Source: an optimization exercise on an open RTL-to-GDS flow (aim: small area, a short achievable clock period and few clock cycles). Production flows keep margins and buffers that such runs may drop.
At most, simulation tests tie the RTL to the original design; equivalence was not proved.
No driver is modelled on the clock port, so clock power and skew are understated where the tree is cut down; a real chip needs a root buffer or a tree.
Power figures rest on the tool's default switching activity, not on a simulated workload.

==> flow/design.v <==
module rf_ao22 (
    input  logic a1, a2, b1, b2,
    output logic y
);
    assign y = (a1 & a2) | (b1 & b2);
endmodule
module rf_and2 (
    input  logic a, b,
    output logic y
);
    assign y = a & b;
endmodule
module rf_nand2 (
    input  logic a, b,
    output logic y
);
    assign y = !(a & b);
endmodule
module top_axi_lite (
    input  logic        clk,
    input  logic        rstn,
    input  logic        start,
    input  logic        mode,        
    input  logic [31:0] addr,
    input  logic [31:0] wdata_in,
    output logic [31:0] rdata_out,
    output logic        done
);
    logic [31:0] mem [0:15];
    logic [31:0] mem_d [0:15];
    logic [31:0] rd;
    logic [3:0] lo, hi, whi;
    always_comb begin
        for (int j = 0; j < 4; j++) begin
            lo[j]  = (addr[3:2] == 2'(j));
            hi[j]  = (addr[5:4] == 2'(j));
            whi[j] = start && mode && (addr[5:4] == 2'(j));
        end
    end
    logic [15:0] we [0:1];
    logic [15:0] hold [0:1];
    logic [15:0] sel [0:1];
    for (genvar h = 0; h < 2; h++) begin : g_half
        for (genvar i = 0; i < 16; i++) begin : g_word
            rf_and2  u_we   (.a(whi[i/4]), .b(lo[i%4]), .y(we[h][i]));
            rf_nand2 u_hold (.a(whi[i/4]), .b(lo[i%4]), .y(hold[h][i]));
            rf_and2  u_sel  (.a(hi[i/4]),  .b(lo[i%4]), .y(sel[h][i]));
        end
    end
    for (genvar i = 0; i < 16; i++) begin : g_word
        for (genvar b = 0; b < 32; b++) begin : g_bit
            rf_ao22 u_next (
                .a1(we[b/16][i]), .a2(wdata_in[b]), .b1(hold[b/16][i]), .b2(mem[i][b]),
                .y(mem_d[i][b])
            );
        end
    end
    always_ff @(posedge clk) begin
        for (int i = 0; i < 16; i++) mem[i] <= mem_d[i];
    end
    logic [7:0] part [0:31];
    for (genvar b = 0; b < 32; b++) begin : g_rd
        for (genvar k = 0; k < 8; k++) begin : g_ao22
            rf_ao22 u_part (
                .a1(sel[b/16][2*k]),   .a2(mem[2*k][b]),
                .b1(sel[b/16][2*k+1]), .b2(mem[2*k+1][b]),
                .y(part[b][k])
            );
        end
        assign rd[b] = |part[b];
    end
    always_ff @(posedge clk) begin
        rdata_out <= rd;
    end
    always_ff @(posedge clk or negedge rstn) begin
        if (!rstn) done <= 1'b0;
        else       done <= start;
    end
endmodule
Settings: LEC_CHECK=0, CAP_MARGIN=20, CORE_MARGIN=2, CORE_UTILIZATION=55, SETUP_SLACK_MARGIN=1.85, SLEW_MARGIN=20, SYNTH_HIERARCHICAL=1, SYNTH_MINIMUM_KEEP_SIZE=0; clock period 3.5 ns.
standard.sh (not shown) runs the stock make flow with config.mk's settings and CLKGATE_MAP_FILE= SYNTH_SCRIPT=/design/flow/synth_recipe.tcl, a recipe that flattens the netlist after the stock synthesis.
==> flow/flow/run.sh <==
#!/bin/bash
# The standard layout with two changes:
#  - ports are buffered with buf_4 cells instead of the cell buffer_ports picks;
#  - at the end of the CTS step, flow/clock_tree.tcl replaces the clock tree
#    with a two-level one (clock port -> 4 root buffers -> 20 leaf buffers ->
#    flip-flops) and repairs timing again.
# Full output in standard.log (ORFS's per-step logs are under orfs/logs).
set -euo pipefail
export CT_LEAFS=20 CT_ROOTS=4
bash standard.sh "BUFFER_PORTS_ARGS=-buffer_cell sky130_fd_sc_hd__buf_4" \
  "POST_CTS_TCL=$PWD/flow/clock_tree.tcl" finish > standard.log 2>&1
Other scripts of this flow, unchanged in this note and not shown: flow/flow/clock_tree.tcl
The baseline went through all stages and came out clean.
Testbench counts at the start, summed over its fixed seeds: cycles 8,000.
Edit:
==> flow/design.v (replaced) <==
module rf_ao22 (
    input  logic a1, a2, b1, b2,
    output logic y
);
    assign y = (a1 & a2) | (b1 & b2);
endmodule
module top_axi_lite (
    input  logic        clk,
    input  logic        rstn,
    input  logic        start,
    input  logic        mode,        
    input  logic [31:0] addr,
    input  logic [31:0] wdata_in,
    output logic [31:0] rdata_out,
    output logic        done
);
    logic [31:0] mem [0:15];
    logic [31:0] mem_d [0:15];
    logic [15:0] we, hold, sel;
    logic [7:0]  part [0:31];   
    logic [31:0] rd;
    always_comb begin
        for (int i = 0; i < 16; i++) begin
            we[i]   = start && mode && (addr[5:2] == 4'(i));
            hold[i] = !we[i];
            sel[i]  = (addr[5:2] == 4'(i));
        end
    end
    for (genvar i = 0; i < 16; i++) begin : g_word
        for (genvar b = 0; b < 32; b++) begin : g_bit
            rf_ao22 u_next (
                .a1(we[i]), .a2(wdata_in[b]), .b1(hold[i]), .b2(mem[i][b]),
                .y(mem_d[i][b])
            );
        end
    end
    always_ff @(posedge clk) begin
        for (int i = 0; i < 16; i++) mem[i] <= mem_d[i];
    end
    for (genvar b = 0; b < 32; b++) begin : g_rd
        for (genvar k = 0; k < 8; k++) begin : g_ao22
            rf_ao22 u_part (
                .a1(sel[2*k]),   .a2(mem[2*k][b]),
                .b1(sel[2*k+1]), .b2(mem[2*k+1][b]),
                .y(part[b][k])
            );
        end
        assign rd[b] = |part[b];
    end
    always_ff @(posedge clk) begin
        rdata_out <= rd;
    end
    always_ff @(posedge clk or negedge rstn) begin
        if (!rstn) done <= 1'b0;
        else       done <= start;
    end
endmodule
The changed run produced a clean layout.
Power stays flat.
Clock power barely changes.
Global-route usage increases by 5.5 points.
Worst setup slack gets worse by 0.21 ns.
Register-to-register slack gets worse by 0.04 ns.
No functional check of the RTL was part of the second run of this note. In every run of this note, the design's own scripts or RTL, not TritonCTS, make the clock network.

## port drivers added, routing unchanged
The flow's constraints put no driver on any port. The routed layouts listed below were extracted and timed again, unchanged, in two steps. Step 1: set_driving_cell puts a clkbuf_16 on clk and a buf_2 on each other input, an assumption about the parent block. Step 2 moves the port delays by t, midway between the first and last clock arrival at a register: inputs arrive t later, outputs are due t later. That takes back most of the time a late clock gives input paths. Three values: ideal, step 1, step 2; two values: the first two.
run	t, ns	setup WS [ns]	worst setup path at the end	worst data-port slew with drivers (ns)
the first run	0.473	1.646 / 1.561 / 1.089	input to register	0.21
the second run	0.453	1.434 / 1.454 / 1.001	input to register	0.11
After both steps setup and hold are still met in every run listed. The setup slack of the first run, which loses most, moves by -0.085 ns with the drivers and by -0.557 ns with both steps.
